Context: an optimization exercise on an open-source flow, tuned for small area, a short achievable clock period and few clock cycles per item. The choices shown serve that exercise and are no tape-out recipe. The RTL was checked by simulation tests, not by an equivalence proof against the original design.

==> flow/design.v (outline; a module is shown in full before it is edited, if it fits) <==
// module booth_multiplier: 3175 lines
module booth_multiplier #(
    parameter N = 32
) (
    input clk,
    input start,
    input signed [N-1:0] multiplicand,
    input signed [N-1:0] multiplier,
    output signed [2*N-1:0] product,
    output reg done
);
  // ...
==> flow/flow/run.sh <==
#!/bin/bash
# Standard layout, except that the delay cells (clkdlybuf*, dlygate*, dlymetal*)
# may not be used after synthesis: the port buffers and repairs then use
# ordinary buffers.  Synthesis is the standard one.
set -e
cp standard.sh standard_sh.txt
bash standard.sh synth > run_synth.log 2>&1
cat >> config.mk <<'CFG'
export DONT_USE_CELLS += sky130_fd_sc_hd__clkdlybuf4s15_1 sky130_fd_sc_hd__clkdlybuf4s15_2 sky130_fd_sc_hd__clkdlybuf4s18_1 sky130_fd_sc_hd__clkdlybuf4s18_2 sky130_fd_sc_hd__clkdlybuf4s25_1 sky130_fd_sc_hd__clkdlybuf4s25_2 sky130_fd_sc_hd__clkdlybuf4s50_1 sky130_fd_sc_hd__clkdlybuf4s50_2 sky130_fd_sc_hd__dlygate4sd1_1 sky130_fd_sc_hd__dlygate4sd2_1 sky130_fd_sc_hd__dlygate4sd3_1 sky130_fd_sc_hd__dlymetal6s2s_1 sky130_fd_sc_hd__dlymetal6s4s_1 sky130_fd_sc_hd__dlymetal6s6s_1
CFG
bash standard.sh finish > run_finish.log 2>&1
==> flow/standard.sh <==
#!/bin/bash
# synth_recipe.tcl (not shown) runs the flow's synth.tcl, then flattens the netlist and writes it again
# the make line also repeats each setting of config.mk as NAME=value (left out here)
make -C /OpenROAD-flow-scripts/flow DESIGN_CONFIG=/design/flow/config.mk WORK_HOME=/design/flow/orfs CLKGATE_MAP_FILE= SYNTH_SCRIPT=/design/flow/synth_recipe.tcl "${@:-finish}"
==> flow/config.mk <==
export PLATFORM = sky130hd
export DESIGN_NAME = booth_multiplier
export DESIGN_NICKNAME = booth_multiplier
export VERILOG_FILES = /design/flow/design.v
export SDC_FILE = /design/flow/constraint.sdc
export NUM_CORES = 4
export LEC_CHECK = 0
export ABC_AREA = 1
export CAP_MARGIN = 20
export CORE_MARGIN = 2
export CORE_UTILIZATION = 60
export SETUP_SLACK_MARGIN = 0.2
export SLEW_MARGIN = 20
export DONT_USE_CELLS += sky130_fd_sc_hd__clkdlybuf4s15_1 sky130_fd_sc_hd__clkdlybuf4s15_2 sky130_fd_sc_hd__clkdlybuf4s18_1 sky130_fd_sc_hd__clkdlybuf4s18_2 sky130_fd_sc_hd__clkdlybuf4s25_1 sky130_fd_sc_hd__clkdlybuf4s25_2 sky130_fd_sc_hd__clkdlybuf4s50_1 sky130_fd_sc_hd__clkdlybuf4s50_2 sky130_fd_sc_hd__dlygate4sd1_1 sky130_fd_sc_hd__dlygate4sd2_1 sky130_fd_sc_hd__dlygate4sd3_1 sky130_fd_sc_hd__dlymetal6s2s_1 sky130_fd_sc_hd__dlymetal6s4s_1 sky130_fd_sc_hd__dlymetal6s6s_1
==> flow/constraint.sdc <==
create_clock -name core_clock -period 4.5 [get_ports {clk}]
set_input_delay 0.9000 -clock core_clock [delete_from_list [all_inputs] [get_ports {clk}]]
set_output_delay 0.9000 -clock core_clock [all_outputs]
set_load 0.01 [all_outputs]
==> results.ini, run 1 <==
[yosys]
synthSimpleGateAreaFrac_pct = 7.835
yosys.area_share.adder_pct = 36.16
synth_mux_area_share_pct = 0
synth_xor_area_share_pct = 16.52
synthFlopType = edfxtp_1
synthCells = 3036
synth_seq_area_share_pct = 16.60

[placement]
post-place-ws_ps = -327.7
dpl.cell_count = 3902

[grt]
grt_use_met2_pct = 60.11
grt.total_usage_pct = 39.43
antenna_found_initial = 0
busiest_layer = met2
grt_pass1_vias = 24680

[worst_setup_path]
critPathSlowestCell = fa_1
cp_max_fo = 3
crit_end = acc_c[15]
cp.arrival_ps = 4500
cp-start-kind = input port
cp_num_cells = 15
crit_path_max_incr_delay_ps = 540
critPathRequiredTime_ps = 4760

[finish]
regMostFlops = acc_s
fin_area_um2 = 32140
layout_commonest_cell = xor2_1
buffer_area_share_pct = 10.66
largest_reg_flops = 63

[sta]
setup_viol = 0

[routing]
finalWirelength_um = 94580
postRouteAntennaNets = 0
num_vias = 24530
drc_errors = 0
wl_met1_um = 37110
dr_wl_met2_um = 41740

[status]
status = timing/DRC/antenna clean

[cts]
cts_resized = 14
cts_buffers = 17

[floorplanning]
dieArea_um2 = 48480
initial_core_util_pct = 60.49

Testbench counts, summed over its fixed seeds: cycles 2,400, items 2,400.
==> run 2, diff against run 1 <==
--- a/flow/config.mk
+++ b/flow/config.mk
@@ -9,6 +9,6 @@
 export CAP_MARGIN = 20
 export CORE_MARGIN = 2
 export CORE_UTILIZATION = 60
-export SETUP_SLACK_MARGIN = 0.2
+export SETUP_SLACK_MARGIN = 0.1
 export SLEW_MARGIN = 20
 export DONT_USE_CELLS += sky130_fd_sc_hd__clkdlybuf4s15_1 sky130_fd_sc_hd__clkdlybuf4s15_2 sky130_fd_sc_hd__clkdlybuf4s18_1 sky130_fd_sc_hd__clkdlybuf4s18_2 sky130_fd_sc_hd__clkdlybuf4s25_1 sky130_fd_sc_hd__clkdlybuf4s25_2 sky130_fd_sc_hd__clkdlybuf4s50_1 sky130_fd_sc_hd__clkdlybuf4s50_2 sky130_fd_sc_hd__dlygate4sd1_1 sky130_fd_sc_hd__dlygate4sd2_1 sky130_fd_sc_hd__dlygate4sd3_1 sky130_fd_sc_hd__dlymetal6s2s_1 sky130_fd_sc_hd__dlymetal6s4s_1 sky130_fd_sc_hd__dlymetal6s6s_1
==> results.ini, run 2 <==
[min_path]
hp-class = input port to register
min_from = multiplier[0]

[finish]
area_growth_pct = 13.84
layout_commonest_cell = xor2_1
postLayoutCoreUtil_pct = 68.87
final_layout_size_suffix_gt1_share_pct = 11.88
layout.cells.non_filler = 3939
antenna_cells = 0
nets = 3941
fin_area_um2 = 31930  ; -0.67%
multi_input_area_um2 = 20940
layout_common_cells = xor2_1 (520), o22ai_1 (494), fa_1 (422)
num-fill-cells = 3753
largest_reg_flops = 63  ; unchanged
final-seq-area_um2 = 4654
regMostFlops = acc_s
largestRegisters = acc_s x63, acc_c x62, acc_t x30

[routing]
drc_errors = 0  ; unchanged
drtIter0Drc = 2884
num_vias = 24700  ; +0.66%
vias_per_cell = 6.269
drtPass1Iterations = 9
postRouteAntennaNets = 0  ; unchanged
finalWirelength_um = 94180  ; -0.42%
wl_per_cell_um = 23.91

[cts]
root_buffer = clkbuf_16
h-tree-depth = 4
cts_tree = done
clock_path_buffers = 2
cts.sinks = 155
path_clk_slew_ps = 60
cts_buffers = 17  ; unchanged
hold_buffers = 0

[worst_setup_path]
critPathRequiredTime_ps = 3600  ; -1160 ps
worstSetupPathType = register to primary output
cp.arrival_ps = 3370  ; -1130 ps
end_kind = primary output
cp_max_fo = 9  ; +6
cp-start-kind = register
crit_path_start = acc_t[19]

[floorplanning]
dieHeight_um = 220.2
dieArea_um2 = 48480  ; unchanged
die_x_um = 220.2
io_pins = 131
placementRows = 79
fp.coreArea_um2 = 46360
initial_core_util_pct = 60.49  ; unchanged

[sta]
max_freq_mhz = 234.5
slew_violations = 0
rsz0062_at_grt = false
fin_crit_sh_pct = 94.78
tightest_slew_ps = 824.6
min_period_ps = 4265
fin_ws_ps = 234.9
hold_viol = 0
slew_headroom_pct = 45.03
setup_viol = 0  ; unchanged

[placement]
port_buffers = 129
post-place-ws_ps = -335.1  ; -7.366 ps
dpl.cell_count = 3901  ; -0.026%
dp_hpwl_um = 70310
place_congestion = 0.9554
placed_area_um2 = 31150

[yosys]
avgSynthCellArea_um2 = 9.237
ys_types = 42
synth-edff-count = 155
synth_seq_area_share_pct = 16.60  ; unchanged
synth.most_common_cell = xor2_1
synth_top_area_cell = fa_1
yosys_warnings = 1
syn-num-nets = 3658
async_flop_share_pct = 0
ys_seq_elements = 155
synthCells = 3036  ; unchanged
yosys-top-cells-area = fa_1 (30%), edfxtp_1 (17%), xor2_1 (16%)
synth_commonest_cells = xor2_1 (520), o22ai_1 (495), fa_1 (424)
synthFlopType = edfxtp_1
synth_top_area_share_pct = 30.27
syn-cell-area_um2 = 28040

[grt]
gr-total-overflow = 0
grt_pass1_vias = 24620  ; -0.23%
antenna_found_initial = 0  ; unchanged
grt_max_degree = 52
grt_first_pass_wirelength_um = 141900
grt.total_usage_pct = 39.72  ; +0.29 points

[status]
status = timing/DRC/antenna clean

[job]
maxCapViolations = 0

-- run 2: metal layers --
metal	wire, µm	track usage (%)
met1	36960	54.21
met2	40870	58.94
met3	11580	11.05
met4	4778	18.68
met5	0	0
-- run 2: worst paths after layout --
| kind | to | cells after the start |
|---|---|---|
| worst max-delay path | product[33] | 13 |
| worst min-delay path | acc_c[0] | 4 |
-- run 2: kinds of logic after synthesis --
group | count (synthesis) | synth area share, %
AO/OA/AOI/OAI | 607 | 13.53
XOR/XNOR | 529 | 16.52
adder cells (fa/ha/maj) | 556 | 36.16
buffers and inverters | 663 | 9.343
flip-flops | 155 | 16.60
other | 1 | 0.01337
AND/OR/NAND/NOR | 525 | 7.835
-- run 2: layout make-up --
| cell class | count | area share [%] |
|---|---|---|
| Inverter | 409 | 4.817 |
| Clock inverter | 14 | 0.6035 |
| Sequential cell | 155 | 14.58 |
| Tap cell | 607 | 2.379 |
| Timing Repair Buffer | 517 | 10.70 |
| Clock buffer | 18 | 1.344 |
| Multi-Input combinational cell | 2219 | 65.58 |
-- run 2: timing repair --
item                                    in CTS  in global routing
gates cloned                                 0                  1
pin swaps                                    0                  3
endpoints found under the setup margin       6                 36
gates resized for setup                      3                 23
buffers inserted                             0                  5
-- run 2: metrics by stage --
stage / hold WS (ps) / TNS [ps]
final: 1054 / 0
after global routing: 1051 / 0
after CTS: 1004 / 0
after detailed placement: 1481 / -8931
after global placement: 1476 / -5467
after floorplan: 998.9 / 0
-- run 2: critical path, stage by stage (launching register included) --
cell      delay [ps]
edfxtp_1         400
fa_1             620
ha_4             230
nand2_1           90
inv_1             50
nand2_1           60
nand2_1          120
nand2_1          150
nand2_4          100
a21oi_2          200
nand2_4          130
fa_1             400
xor2_1           160
clkbuf_2         150
==> run 3, diff against run 2 <==
--- a/flow/config.mk
+++ b/flow/config.mk
@@ -8,7 +8,7 @@
 export ABC_AREA = 1
 export CAP_MARGIN = 20
 export CORE_MARGIN = 2
-export CORE_UTILIZATION = 60
-export SETUP_SLACK_MARGIN = 0.1
+export CORE_UTILIZATION = 65
+export SETUP_SLACK_MARGIN = 0.4
 export SLEW_MARGIN = 20
 export DONT_USE_CELLS += sky130_fd_sc_hd__clkdlybuf4s15_1 sky130_fd_sc_hd__clkdlybuf4s15_2 sky130_fd_sc_hd__clkdlybuf4s18_1 sky130_fd_sc_hd__clkdlybuf4s18_2 sky130_fd_sc_hd__clkdlybuf4s25_1 sky130_fd_sc_hd__clkdlybuf4s25_2 sky130_fd_sc_hd__clkdlybuf4s50_1 sky130_fd_sc_hd__clkdlybuf4s50_2 sky130_fd_sc_hd__dlygate4sd1_1 sky130_fd_sc_hd__dlygate4sd2_1 sky130_fd_sc_hd__dlygate4sd3_1 sky130_fd_sc_hd__dlymetal6s2s_1 sky130_fd_sc_hd__dlymetal6s4s_1 sky130_fd_sc_hd__dlymetal6s6s_1
==> results.ini, run 3 <==
[worst_setup_path]
cp.arrival_ps = 3320  ; -50 ps
cp-start-kind = register
cp_max_fo = 7  ; -2
critPathRequiredTime_ps = 3600  ; about the same
end_kind = primary output
worstSetupPathType = register to primary output

[sta]
setup_viol = 0  ; unchanged
tightest_slew_ps = 779.6  ; -44.92 ps
fin_ws_ps = 280.2  ; +45.28 ps
slew_headroom_pct = 48.02  ; +3.0 points
slew_violations = 0  ; unchanged
max_freq_mhz = 237.0  ; +1.1%
fin_setup_tns_ps = 0  ; unchanged
hold_viol = 0  ; unchanged
rsz0062_at_grt = true
fin_crit_sh_pct = 93.77  ; -1.0 points
min_period_ps = 4220  ; -45.28 ps

[finish]
regMostFlops = acc_s
nets = 4010  ; +1.8%
final_layout_size_suffix_gt1_share_pct = 22.73  ; +11 points
layout_commonest_cell = xor2_1
layout_common_cells = xor2_1 (505), o22ai_1 (445), inv_1 (379)
area_growth_pct = 20.79
largestRegisters = acc_s x63, acc_c x62, acc_t x30
largest_reg_flops = 63  ; unchanged
layout.cells.non_filler = 3948  ; +0.23%

[routing]
vias_per_cell = 6.466  ; +3.1%
num_vias = 25530  ; +3.4%
postRouteAntennaNets = 0  ; unchanged
wl_per_cell_um = 25.34  ; +6.0%
finalWirelength_um = 100000  ; +6.2%
drtIter0Drc = 3093  ; +7.2%
drc_errors = 0  ; unchanged
drtPass1Iterations = 8  ; -1

[grt]
grt_pass1_vias = 25730  ; +4.5%
grt.total_usage_pct = 43.96  ; +4.2 points
antenna_found_initial = 2  ; +2
gr-total-overflow = 0  ; unchanged
grt_max_degree = 80  ; +54%
grt_first_pass_wirelength_um = 145500  ; +2.5%

[floorplanning]
placementRows = 76  ; -3.8%
initial_core_util_pct = 65.54  ; +5.0 points
io_pins = 131  ; unchanged
dieArea_um2 = 44820  ; -7.6%
dieHeight_um = 211.7  ; -3.9%
die_x_um = 211.7  ; -3.9%
fp.coreArea_um2 = 42790  ; -7.7%

[yosys]
synth_commonest_cells = xor2_1 (520), o22ai_1 (495), fa_1 (424)
ys_seq_elements = 155  ; unchanged
synth-edff-count = 155  ; unchanged
ys_types = 42  ; unchanged
synth_seq_area_share_pct = 16.60  ; unchanged
synth_top_area_share_pct = 30.27  ; unchanged
synthCells = 3036  ; unchanged
syn-num-nets = 3658  ; unchanged
synth.most_common_cell = xor2_1
yosys-top-cells-area = fa_1 (30%), edfxtp_1 (17%), xor2_1 (16%)
async_flop_share_pct = 0  ; unchanged
syn-cell-area_um2 = 28040  ; unchanged
synth_top_area_cell = fa_1
yosys_warnings = 1  ; unchanged
synthFlopType = edfxtp_1
avgSynthCellArea_um2 = 9.237  ; unchanged

[placement]
post-place-ws_ps = -228.9  ; +106.2 ps
dpl.cell_count = 3859  ; -1.1%
port_buffers = 129  ; unchanged
dp_hpwl_um = 72700  ; +3.4%
place_congestion = 1.003  ; +5.0%

[min_path]
min_from = multiplier[1]
hp-class = input port to register
worstHoldPathCells = 2  ; -2
min_to = acc_s[0]

[cts]
cts_tree = done
h-tree-depth = 4  ; unchanged
root_buffer = clkbuf_16
cts_buffers = 17  ; unchanged
clock_path_buffers = 2  ; unchanged
cts.sinks = 155  ; unchanged
path_clk_slew_ps = 70  ; about the same
hold_buffers = 0  ; unchanged

[status]
status = timing/DRC/antenna clean

[job]
maxCapViolations = 0  ; unchanged

[run 3: cell counts after synthesis]
Identical to the previous run, type by type.
[run 3: layout make-up]
class                           count  area [µm²]
Multi-Input combinational cell   2219       22420
Fill cell                        2795        8919
Sequential cell                   155        4654
Timing Repair Buffer              586        3959
Inverter                          409        1569
Tap cell                          546       683.2
Clock buffer                       18       429.2
Clock inverter                     14       158.9
Antenna cell                        1       2.502
[run 3: per-layer routing]
layer	up-vias	track usage [%]	part of all wire [%]
met5	-	0	0.013
met4	2	24.89	6.6
met3	479	11.39	12
li1	10730	-	-
met1	12350	57.18	37
met2	1976	67.30	45
[run 3: kinds of logic (layout without fill, tap and decap cells)]
kind of cell	Yosys count	in the layout	synth area share, %
compound gates	607	607	13.53
xor+xnor	529	529	16.52
fa+ha+maj	556	556	36.16
buf+inv	663	1027	9.343
flops	155	155	16.60
other cells	1	2	0.01337
simple gates	525	526	7.835
[run 3: worst max-delay path by stage]
stage | startpoint | endpoint | slack, ps | cells past startpoint
floorplan | multiplier[5] | acc_t[30] | 260 | 12
global placement | multiplier[17] | acc_t[35] | -160 | 14
detailed placement | multiplier[7] | acc_c[17] | -230 | 13
CTS | acc_t[41] | product[63] | 380 | 14
global route | acc_t[29] | product[60] | 170 | 15
finish | acc_t[29] | product[34] | 280 | 13
[run 3: critical path, stage by stage, from the launching register on]
cell,delay (ps)
edfxtp_1,400
fa_1,550
ha_4,320
nand2_1,110
nor2_2,200
nand2_2,90
nor2_1,130
nand2_1,100
nand2_4,190
buf_8,160
clkbuf_16,180
a21oi_2,70
nor2_1,140
buf_2,180
[run 3: per-stage QoR]
step,util [%],instance area (µm²),hold slack [ps]
final,79.16,33870,753.5
after global routing,79.16,33870,745.9
after CTS,75.88,32470,788.0
after detailed placement,73.66,31520,1317
after global placement,73.66,31520,1292
after floorplan,-,29000,998.9
[run 3: repair_timing]
item | 4_1_cts | 5_1_grt
buffers inserted | 8 | 42
resized for setup | 55 | 281
pin swaps | 10 | 91
gates cloned | 1 | 5
endpoints found under the hold margin | 0 | 0
endpoints found under the setup margin | 61 | 87
==> run 4, diff against run 3 <==
--- a/flow/config.mk
+++ b/flow/config.mk
@@ -9,6 +9,6 @@
 export CAP_MARGIN = 20
 export CORE_MARGIN = 2
 export CORE_UTILIZATION = 65
-export SETUP_SLACK_MARGIN = 0.4
+export SETUP_SLACK_MARGIN = 0.2
 export SLEW_MARGIN = 20
 export DONT_USE_CELLS += sky130_fd_sc_hd__clkdlybuf4s15_1 sky130_fd_sc_hd__clkdlybuf4s15_2 sky130_fd_sc_hd__clkdlybuf4s18_1 sky130_fd_sc_hd__clkdlybuf4s18_2 sky130_fd_sc_hd__clkdlybuf4s25_1 sky130_fd_sc_hd__clkdlybuf4s25_2 sky130_fd_sc_hd__clkdlybuf4s50_1 sky130_fd_sc_hd__clkdlybuf4s50_2 sky130_fd_sc_hd__dlygate4sd1_1 sky130_fd_sc_hd__dlygate4sd2_1 sky130_fd_sc_hd__dlygate4sd3_1 sky130_fd_sc_hd__dlymetal6s2s_1 sky130_fd_sc_hd__dlymetal6s4s_1 sky130_fd_sc_hd__dlymetal6s6s_1
==> results.ini, run 4 <==
[worst_setup_path]
cp.arrival_ps = 4540  ; +1220 ps
worstSetupPathType = input port to register
cp-start-kind = input port
end_kind = register
crit_family = adder cells
cp_max_fo = 6  ; -1
crit_path_max_incr_delay_ps = 530  ; -20 ps
path_cells = buf_1 -> inv_1 -> o22ai_1 -> xor2_1 -> fa_1 -> fa_1 -> fa_1 -> fa_1 -> fa_1 -> inv_1
path_common_cell = fa_1
critPathSlowestCell = fa_1
crit_buf_inv = 3  ; unchanged
critPathRequiredTime_ps = 4760  ; +1160 ps

[cts]
cts_buffers = 17  ; unchanged
root_buffer = clkbuf_16
clock_path_buffers = 2  ; unchanged
h-tree-depth = 4  ; unchanged
hold_buffers = 0  ; unchanged
cts.sinks = 155  ; unchanged
cts_tree = done
path_clk_slew_ps = 70  ; about the same

[finish]
fin_area_um2 = 31820  ; -6.1%
largestRegisters = acc_s x63, acc_c x62, acc_t x30
postLayoutCoreUtil_pct = 74.35  ; -4.8 points
area_growth_pct = 13.45
largest_reg_flops = 63  ; unchanged
layout_commonest_cell = xor2_1
nets = 3925  ; -2.1%
layout.cells.non_filler = 3863  ; -2.2%
num-fill-cells = 3205  ; +15%
layout_common_cells = xor2_1 (518), o22ai_1 (491), fa_1 (403)
regMostFlops = acc_s
final_layout_size_suffix_gt1_share_pct = 12.97  ; -9.8 points

[yosys]
yosys-top-cells-area = fa_1 (30%), edfxtp_1 (17%), xor2_1 (16%)
syn-cell-area_um2 = 28040  ; unchanged
ys_types = 42  ; unchanged
synth_commonest_cells = xor2_1 (520), o22ai_1 (495), fa_1 (424)
ys_seq_elements = 155  ; unchanged
synth.most_common_cell = xor2_1
synth_seq_area_share_pct = 16.60  ; unchanged
avgSynthCellArea_um2 = 9.237  ; unchanged
synth_top_area_share_pct = 30.27  ; unchanged
async_flop_share_pct = 0  ; unchanged
synth_top_area_cell = fa_1
synthFlopType = edfxtp_1
synth-edff-count = 155  ; unchanged
yosys_warnings = 1  ; unchanged
synthCells = 3036  ; unchanged
syn-num-nets = 3658  ; unchanged

[floorplanning]
fp.coreArea_um2 = 42790  ; unchanged
dieHeight_um = 211.7  ; unchanged
initial_core_util_pct = 65.54  ; unchanged
die_x_um = 211.7  ; unchanged
dieArea_um2 = 44820  ; unchanged
io_pins = 131  ; unchanged
placementRows = 76  ; unchanged

[sta]
fin_ws_ps = 219.5  ; -60.65 ps
hold_viol = 0  ; unchanged
setup_viol = 0  ; unchanged
fin_crit_sh_pct = 95.12  ; +1.3 points
min_period_ps = 4280  ; +60.65 ps
slew_violations = 0  ; unchanged
tightest_slew_ps = 903.3  ; +123.6 ps
slew_headroom_pct = 39.15  ; -8.9 points
rsz0062_at_grt = true
holdWs_ps = 732.4  ; -21.10 ps
max_freq_mhz = 233.6  ; -1.4%

[placement]
placed_area_um2 = 30810  ; -2.2%
dp_hpwl_um = 69240  ; -4.8%
post-place-ws_ps = -305.7  ; -76.83 ps
place_congestion = 0.9767  ; -2.6%
dpl.cell_count = 3821  ; -0.98%
port_buffers = 129  ; unchanged

[routing]
vias_per_cell = 6.390  ; -1.2%
drc_errors = 0  ; unchanged
finalWirelength_um = 92760  ; -7.3%
drtIter0Drc = 2776  ; -10%
num_vias = 24680  ; -3.3%
postRouteAntennaNets = 0  ; unchanged
wl_per_cell_um = 24.01  ; -5.2%
drtPass1Iterations = 6  ; -2

[grt]
antenna_found_initial = 1  ; -1
grt_first_pass_wirelength_um = 139800  ; -3.9%
gr-total-overflow = 0  ; unchanged
grt_max_degree = 74  ; -7.5%
grt.total_usage_pct = 42.07  ; -1.9 points
grt_pass1_vias = 25180  ; -2.2%

[min_path]
hp-class = input port to register

[status]
status = timing/DRC/antenna clean

[job]
maxCapViolations = 0  ; unchanged

-- run 4: cell counts after synthesis --
Identical to the previous run, type by type.
-- run 4: metrics by stage --
step / TNS (ps)
6_report: 0
5_1_grt: 0
4_1_cts: 0
3_5_place_dp: -9180
3_3_place_gp: -6812
2_1_floorplan: 0
-- run 4: final cells by class --
| class | instances | area, µm² | share of cell area (%) |
|---|---|---|---|
| multi-input cells | 2219 | 21150 | 66.49 |
| flip-flops and latches | 155 | 4654 | 14.63 |
| repair buffers | 501 | 3158 | 9.926 |
| inverters | 409 | 1541 | 4.845 |
| well taps | 546 | 683.2 | 2.147 |
| clock buffers | 18 | 429.2 | 1.349 |
| clock inverters | 14 | 193.9 | 0.6096 |
| diodes | 1 | 2.502 | 0.007865 |
-- run 4: what timing repair did --
| item | CTS | global route |
|---|---|---|
| buffers inserted | 1 | 6 |
| pin swaps | 1 | 8 |
| gates resized for setup | 8 | 47 |
| cloned | 0 | 2 |
| endpoints found under the setup margin | 31 | 52 |
-- run 4: layer usage --
metal | part of all wire, % | global-route usage (%) | routed length [µm]
met5 | 0 | 0 | 0
met4 | 5.2 | 21.49 | 4851
met3 | 12 | 11.20 | 11530
met2 | 45 | 65.22 | 41710
met1 | 37 | 54.79 | 34670
-- run 4: logic make-up (layout without fill, tap and decap cells) --
group | Yosys count | count (layout) | share of synthesized area [%]
buffers and inverters | 663 | 942 | 9.343
AOI/OAI and AO/OA | 607 | 607 | 13.53
adders and majority gates | 556 | 556 | 36.16
xor gates and xnor gates | 529 | 529 | 16.52
and+or+nand+nor | 525 | 526 | 7.835
DFF | 155 | 155 | 16.60
other | 1 | 2 | 0.01337
-- run 4: worst paths after layout --
check / startpoint / endpoint / slack (ps) / cells after the start
min: multiplier[1] / acc_s[0] / 730 / 1
max: multiplicand[31] / acc_t[38] / 220 / 10
==> run 5, diff against run 4 <==
--- a/flow/config.mk
+++ b/flow/config.mk
@@ -8,7 +8,8 @@
 export ABC_AREA = 1
 export CAP_MARGIN = 20
 export CORE_MARGIN = 2
-export CORE_UTILIZATION = 65
+export CORE_UTILIZATION = 60
 export SETUP_SLACK_MARGIN = 0.2
 export SLEW_MARGIN = 20
+export TNS_END_PERCENT = 20
 export DONT_USE_CELLS += sky130_fd_sc_hd__clkdlybuf4s15_1 sky130_fd_sc_hd__clkdlybuf4s15_2 sky130_fd_sc_hd__clkdlybuf4s18_1 sky130_fd_sc_hd__clkdlybuf4s18_2 sky130_fd_sc_hd__clkdlybuf4s25_1 sky130_fd_sc_hd__clkdlybuf4s25_2 sky130_fd_sc_hd__clkdlybuf4s50_1 sky130_fd_sc_hd__clkdlybuf4s50_2 sky130_fd_sc_hd__dlygate4sd1_1 sky130_fd_sc_hd__dlygate4sd2_1 sky130_fd_sc_hd__dlygate4sd3_1 sky130_fd_sc_hd__dlymetal6s2s_1 sky130_fd_sc_hd__dlymetal6s4s_1 sky130_fd_sc_hd__dlymetal6s6s_1
==> results.ini, run 5 <==
[cts]
cts.sinks = 155  ; unchanged
root_buffer = clkbuf_16
hold_buffers = 0  ; unchanged
clock_path_buffers = 2  ; unchanged
cts_tree = done
h-tree-depth = 4  ; unchanged
cts_buffers = 17  ; unchanged
path_clk_slew_ps = 60  ; about the same

[sta]
setup_viol = 0  ; unchanged
max_freq_mhz = 234.3  ; +0.29%
hold_viol = 0  ; unchanged
holdWs_ps = 953.4  ; +221.0 ps
tightest_slew_ps = 857.2  ; -46.05 ps
fin_crit_sh_pct = 94.84  ; -0.28 points
slew_violations = 0  ; unchanged
rsz0062_at_grt = true
slew_headroom_pct = 42.25  ; +3.1 points
fin_ws_ps = 232.0  ; +12.50 ps
min_period_ps = 4268  ; -12.50 ps

[grt]
grt.total_usage_pct = 39.62  ; -2.5 points
grt_max_degree = 50  ; -32%
grt_pass1_vias = 24910  ; -1.1%
grt_first_pass_wirelength_um = 142200  ; +1.7%
gr-total-overflow = 0  ; unchanged
antenna_found_initial = 0  ; -1

[worst_setup_path]
worstSetupPathType = register to primary output
end_kind = primary output
path_common_cell = nand2_1
critPathRequiredTime_ps = 3600  ; -1160 ps
critPathSlowestCell = fa_1
cp.arrival_ps = 3370  ; -1170 ps
crit_path_max_incr_delay_ps = 480  ; -50 ps
cp_max_fo = 9  ; +3
cp-start-kind = register
path_cells = fa_1 -> ha_1 -> nand2_1 -> inv_1 -> nand2_1 -> nand2_1 -> nand2_1 -> nand2_2 -> a21oi_4 -> nand2_4 -> fa_1 -> xor2_1 -> clkbuf_2

[placement]
port_buffers = 129  ; unchanged
post-place-ws_ps = -316.1  ; -10.40 ps
place_congestion = 0.9443  ; -3.3%
dp_hpwl_um = 69200  ; about the same

[floorplanning]
dieHeight_um = 220.2  ; +4.0%
io_pins = 131  ; unchanged
placementRows = 79  ; +3.9%
initial_core_util_pct = 60.49  ; -5.0 points
fp.coreArea_um2 = 46360  ; +8.3%
dieArea_um2 = 48480  ; +8.2%
die_x_um = 220.2  ; +4.0%

[yosys]
syn-cell-area_um2 = 28040  ; unchanged
synth_top_area_share_pct = 30.27  ; unchanged
syn-num-nets = 3658  ; unchanged
synthFlopType = edfxtp_1
yosys_warnings = 1  ; unchanged
async_flop_share_pct = 0  ; unchanged
synth-edff-count = 155  ; unchanged
synth_top_area_cell = fa_1
yosys-top-cells-area = fa_1 (30%), edfxtp_1 (17%), xor2_1 (16%)
ys_types = 42  ; unchanged
avgSynthCellArea_um2 = 9.237  ; unchanged
ys_seq_elements = 155  ; unchanged
synth_commonest_cells = xor2_1 (520), o22ai_1 (495), fa_1 (424)
synth_seq_area_share_pct = 16.60  ; unchanged
synthCells = 3036  ; unchanged
synth.most_common_cell = xor2_1

[routing]
finalWirelength_um = 94160  ; +1.5%
drtIter0Drc = 2747  ; -1.0%
drc_errors = 0  ; unchanged
postRouteAntennaNets = 0  ; unchanged
vias_per_cell = 6.248  ; -2.2%
wl_per_cell_um = 24.11  ; +0.39%
drtPass1Iterations = 6  ; unchanged
num_vias = 24400  ; -1.1%

[finish]
final-seq-area_um2 = 4654  ; unchanged
largestRegisters = acc_s x63, acc_c x62, acc_t x30
antenna_cells = 0  ; -1
area_growth_pct = 13.12
layout_commonest_cell = xor2_1
final_layout_size_suffix_gt1_share_pct = 12.55  ; -0.42 points
layout_common_cells = xor2_1 (520), o22ai_1 (492), fa_1 (408)
regMostFlops = acc_s
largest_reg_flops = 63  ; unchanged
multi_input_area_um2 = 21050  ; -0.50%
num-fill-cells = 3745  ; +17%
nets = 3910  ; -0.38%

[status]
status = timing/DRC/antenna clean

[job]
maxCapViolations = 0  ; unchanged

[min_path]
hp-class = input port to register

run 5: cell counts after synthesis:
No cell type changed its count.
run 5: final cells by class:
type                       count  share of cell area (%)
multi-input combinational   2219                   66.35
clock inverter                12                  0.6193
clock buffer                  18                   1.353
timing repair buffer         486                   9.754
inverter                     409                   4.859
tap                          607                   2.394
sequential                   155                   14.67
run 5: per-stage QoR:
| stage | TNS (ps) | utilization [%] | area (µm²) | cells |
|---|---|---|---|---|
| floorplan | 0 | - | 28250 | 3036 |
| global placement | -9824 | 66.49 | 30820 | 3860 |
| detailed placement | -12120 | 66.49 | 30820 | 3860 |
| CTS | 0 | 67.90 | 31480 | 3890 |
| global route | 0 | 68.43 | 31720 | 3906 |
| finish | 0 | 68.43 | 31720 | 3906 |
run 5: kinds of logic after synthesis:
group                      after synthesis  synth area share [%]
buffers and inverters                  663                 9.343
AOI/OAI and AO/OA                      607                 13.53
adders and majority gates              556                 36.16
xor gates and xnor gates               529                 16.52
and+or+nand+nor                        525                 7.835
DFF                                    155                 16.60
other                                    1               0.01337
run 5: worst paths after layout:
| kind | from | to | slack (ps) | depth (start not counted) |
|---|---|---|---|---|
| setup / recovery | acc_s[19] | product[33] | 230 | 13 |
| hold / removal | multiplier[1] | acc_s[0] | 950 | 2 |
run 5: what timing repair did:
action / 4_1_cts / 5_1_grt
endpoints found under the setup margin: 18 / 77
buffers inserted: 0 / 15
resized for setup: 5 / 42
cloned: 0 / 1
pin swaps: 0 / 5
run 5: worst max-delay path, delay by kind of cell (launching register included):
kind	cells	cell delay (ps)
AOI/OAI and AO/OA	1	200
xor gates and xnor gates	1	200
adders and majority gates	3	1210
buffers and inverters	2	210
DFF	1	400
and+or+nand+nor	6	630
run 5: layer usage:
metal	track usage, %	vias to the layer above	share of wire [%]
met3	11.64	412	12
met4	20.36	0	5.8
li1	-	10510	-
met5	0	-	0
met2	60.49	1658	44
met1	51.49	11820	38
==> run 6, diff against run 5 <==
--- a/flow/config.mk
+++ b/flow/config.mk
@@ -9,7 +9,8 @@
 export CAP_MARGIN = 20
 export CORE_MARGIN = 2
 export CORE_UTILIZATION = 60
-export SETUP_SLACK_MARGIN = 0.2
+export GPL_TIMING_DRIVEN = 0
+export SETUP_SLACK_MARGIN = 0.3
 export SLEW_MARGIN = 20
 export TNS_END_PERCENT = 20
 export DONT_USE_CELLS += sky130_fd_sc_hd__clkdlybuf4s15_1 sky130_fd_sc_hd__clkdlybuf4s15_2 sky130_fd_sc_hd__clkdlybuf4s18_1 sky130_fd_sc_hd__clkdlybuf4s18_2 sky130_fd_sc_hd__clkdlybuf4s25_1 sky130_fd_sc_hd__clkdlybuf4s25_2 sky130_fd_sc_hd__clkdlybuf4s50_1 sky130_fd_sc_hd__clkdlybuf4s50_2 sky130_fd_sc_hd__dlygate4sd1_1 sky130_fd_sc_hd__dlygate4sd2_1 sky130_fd_sc_hd__dlygate4sd3_1 sky130_fd_sc_hd__dlymetal6s2s_1 sky130_fd_sc_hd__dlymetal6s4s_1 sky130_fd_sc_hd__dlymetal6s6s_1
==> results.ini, run 6 <==
[status]
status = timing/DRC/antenna clean

[routing]
wl_per_cell_um = 35.33  ; +47%
finalWirelength_um = 136000  ; +44%
drtPass1Iterations = 13  ; +7
vias_per_cell = 7.258  ; +16%
num_vias = 27940  ; +14%
drtIter0Drc = 4978  ; +81%
drc_errors = 0  ; unchanged
postRouteAntennaNets = 0  ; unchanged

[grt]
grt_max_degree = 38  ; -24%
gr-total-overflow = 0  ; unchanged
antenna_found_initial = 5  ; +5
grt_pass1_vias = 27300  ; +9.6%
grt.total_usage_pct = 54.64  ; +15 points
grt_first_pass_wirelength_um = 182900  ; +29%

[placement]
place_congestion = 1.193  ; +26%
dp_hpwl_um = 99270  ; +43%
port_buffers = 125  ; -3.1%

[yosys]
synthCells = 3036  ; unchanged
yosys.area_share.adder_pct = 36.16  ; unchanged
synth_xor_area_share_pct = 16.52  ; unchanged
synth_seq_area_share_pct = 16.60  ; unchanged
synth_top_family_by_area = adder cells
yosys-top-cells-area = fa_1 (30%), edfxtp_1 (17%), xor2_1 (16%)
synth_commonest_cells = xor2_1 (520), o22ai_1 (495), fa_1 (424)
synth_top_area_share_pct = 30.27  ; unchanged
ys_seq_elements = 155  ; unchanged
avgSynthCellArea_um2 = 9.237  ; unchanged
synth_top_area_cell = fa_1
synth_mux_area_share_pct = 0  ; unchanged
async_flop_share_pct = 0  ; unchanged
synthFlopType = edfxtp_1
syn-num-nets = 3658  ; unchanged
synth.most_common_cell = xor2_1
syn-cell-area_um2 = 28040  ; unchanged
yosys_warnings = 1  ; unchanged
ys_types = 42  ; unchanged
synthSimpleGateAreaFrac_pct = 7.835  ; unchanged
synth_compound_area_share_pct = 13.53  ; unchanged
synth-edff-count = 155  ; unchanged

[sta]
max_freq_mhz = 225.7  ; -3.7%
slew_violations = 0  ; unchanged
setup_viol = 0  ; unchanged
min_period_ps = 4430  ; +161.7 ps
holdWs_ps = 624.1  ; -329.3 ps
fin_crit_sh_pct = 98.44  ; +3.6 points
slew_headroom_pct = 35.11  ; -7.1 points
hold_viol = 0  ; unchanged
tightest_slew_ps = 963.1  ; +105.9 ps
rsz0062_at_grt = true

[finish]
area_growth_pct = 17.74
final_layout_size_suffix_gt1_share_pct = 20.55  ; +8.0 points
regMostFlops = acc_s
layout_commonest_cell = xor2_1
layout_common_cells = xor2_1 (494), o22ai_1 (460), inv_1 (376)
largest_reg_flops = 63  ; unchanged
largestRegisters = acc_s x63, acc_c x62, acc_t x30
nets = 3845  ; -1.7%

[min_path]
min_from = multiplier[1]
hp-class = input port to register
min_to = acc_s[0]
worstHoldPathCells = 1  ; -1

[cts]
cts_tree = done
clock_path_buffers = 2  ; unchanged
h-tree-depth = 4  ; unchanged
root_buffer = clkbuf_16
cts_buffers = 17  ; unchanged
path_clk_slew_ps = 70  ; about the same
hold_buffers = 0  ; unchanged
cts.sinks = 155  ; unchanged

[floorplanning]
dieHeight_um = 220.2  ; unchanged
placementRows = 79  ; unchanged
initial_core_util_pct = 60.49  ; unchanged
fp.coreArea_um2 = 46360  ; unchanged
io_pins = 131  ; unchanged
die_x_um = 220.2  ; unchanged
dieArea_um2 = 48480  ; unchanged

[worst_setup_path]
crit_path_max_incr_delay_ps = 570  ; +90 ps
crit_path_start = acc_s[25]
worstSetupPathType = register to primary output
crit_family = simple AND/OR/NAND/NOR gates
critPathSlowestCell = fa_1
cp_max_fo = 10  ; +1
end_kind = primary output
path_common_cell = nand2_1
path_cells = fa_1 -> ha_4 -> nand2_2 -> inv_2 -> nand2_4 -> inv_2 -> nand2_2 -> nor2_1 -> nand2_2 -> nand2_4 -> buf_6 -> buf_6 -> nand2_1 -> nand2_1 -> nand2_1 -> nand2_1 -> clkbuf_2
critPathRequiredTime_ps = 3600  ; about the same
cp-start-kind = register
cp.arrival_ps = 3530  ; +160 ps
crit_buf_inv = 5  ; +3

[job]
maxCapViolations = 0  ; unchanged

run 6: changes by cell type in the layout (fill, tap and decap cells not counted), moves of 24 or more:
cell	previous run	this run
o22ai_1	492	460
clkbuf_4	2	41
o22ai_2	3	31
clkbuf_2	11	60
fa_1	408	368
buf_1	222	108
nand2_1	326	275
buf_2	111	73
xor2_2	0	24
xor2_1	520	494
nand2_2	25	53
fa_2	16	56
clkbuf_8	0	27
run 6: worst max-delay path by stage:
stage,end,slack (ps),cells after the start
4_1_cts,product[32],200,11
3_3_place_gp,acc_t[23],-2580,1
2_1_floorplan,acc_t[30],250,12
3_5_place_dp,acc_t[34],-1180,12
6_report,product[55],70,17
5_1_grt,product[55],70,17
run 6: timing repair:
| item | 4_1_cts | 5_1_grt |
|---|---|---|
| resized for setup | 365 | 276 |
| hold endpoints to repair | 0 | 0 |
| pin swaps | 22 | 65 |
| buffers inserted | 15 | 23 |
| cloned | 0 | 1 |
| endpoints found under the setup margin | 146 | 69 |
run 6: final cells by class:
type                            count  area (µm²)
Multi-Input combinational cell   2218       22240
Fill cell                        3275       13340
Sequential cell                   155        4654
Buffer                            254        2220
Inverter                          409        1595
Timing Repair Buffer              168       878.3
Tap cell                          607       759.5
Clock buffer                       17       425.4
Clock inverter                     15       232.7
Antenna cell                        6       15.01
run 6: cells by family after synthesis:
family                     Yosys count
xor gates and xnor gates           529
and+or+nand+nor                    525
buffers and inverters              663
other                                1
DFF                                155
AOI/OAI and AO/OA                  607
adders and majority gates          556
run 6: layer usage:
metal / share of wire (%) / GRT usage [%] / vias to the layer above
met1: 33 / 64.77 / 13380
li1: - / - / 10380
met3: 18 / 31.40 / 1067
met4: 9.8 / 37.09 / 14
met5: 0.30 / 5.051 / -
met2: 39 / 74.10 / 3087
run 6: through the flow:
step	util [%]	setup slack, ps	setup TNS, ps	area (µm²)	cells
after global routing	71.19	65.06	0	33000	3844
after floorplan	-	249.6	0	28710	3036
final	71.22	70.28	0	33020	3849
after CTS	68.71	197.1	0	31850	3819
after detailed placement	64.76	-1183	-76490	30020	3772
after global placement	64.58	-2583	-466970	29940	3768

==> what the ideal ports hide <==
How much do the figures lean on ideal ports? The routed layouts below were timed once more, with nothing changed but the port constraints.
Step 1 sets driving cells, clkbuf_16 on the clock port and buf_2 on the other inputs (assumed; they add their load-dependent delay and slew).
Step 2 times the ports against the registers' clock, not the clock port: input delays grow and output delays shrink by t, the midpoint of the rising clock arrivals with the driver on.
a / b / c = ideal / step 1 / step 2; a / b = the first two.
run | t, ns | setup WS [ns] | clock arrival spread, ns | worst slew at a driven data input, ns | pins driven straight from the clock port
run 1 | 0.563 | 0.268 / 0.219 / -0.269 | 0.022 / 0.022 | 0.09 | 1
run 2 | 0.564 | 0.235 / 0.171 / -0.294 | 0.017 / 0.016 | 0.08 | 1
run 3 | 0.565 | 0.280 / 0.219 / -0.161 | 0.016 / 0.017 | 0.09 | 1
run 4 | 0.564 | 0.220 / 0.234 / -0.307 | 0.022 / 0.022 | 0.09 | 1
run 5 | 0.557 | 0.232 / 0.171 / -0.293 | 0.015 / 0.015 | 0.10 | 1
run 6 | 0.573 | 0.070 / -0.001 / -0.376 | 0.018 / 0.017 | 0.06 | 1
With both steps, setup timing fails in every run listed, where it was met with ideal ports. The setup slack of run 1, which loses most, moves by -0.049 ns with the drivers and by -0.537 ns with both steps.
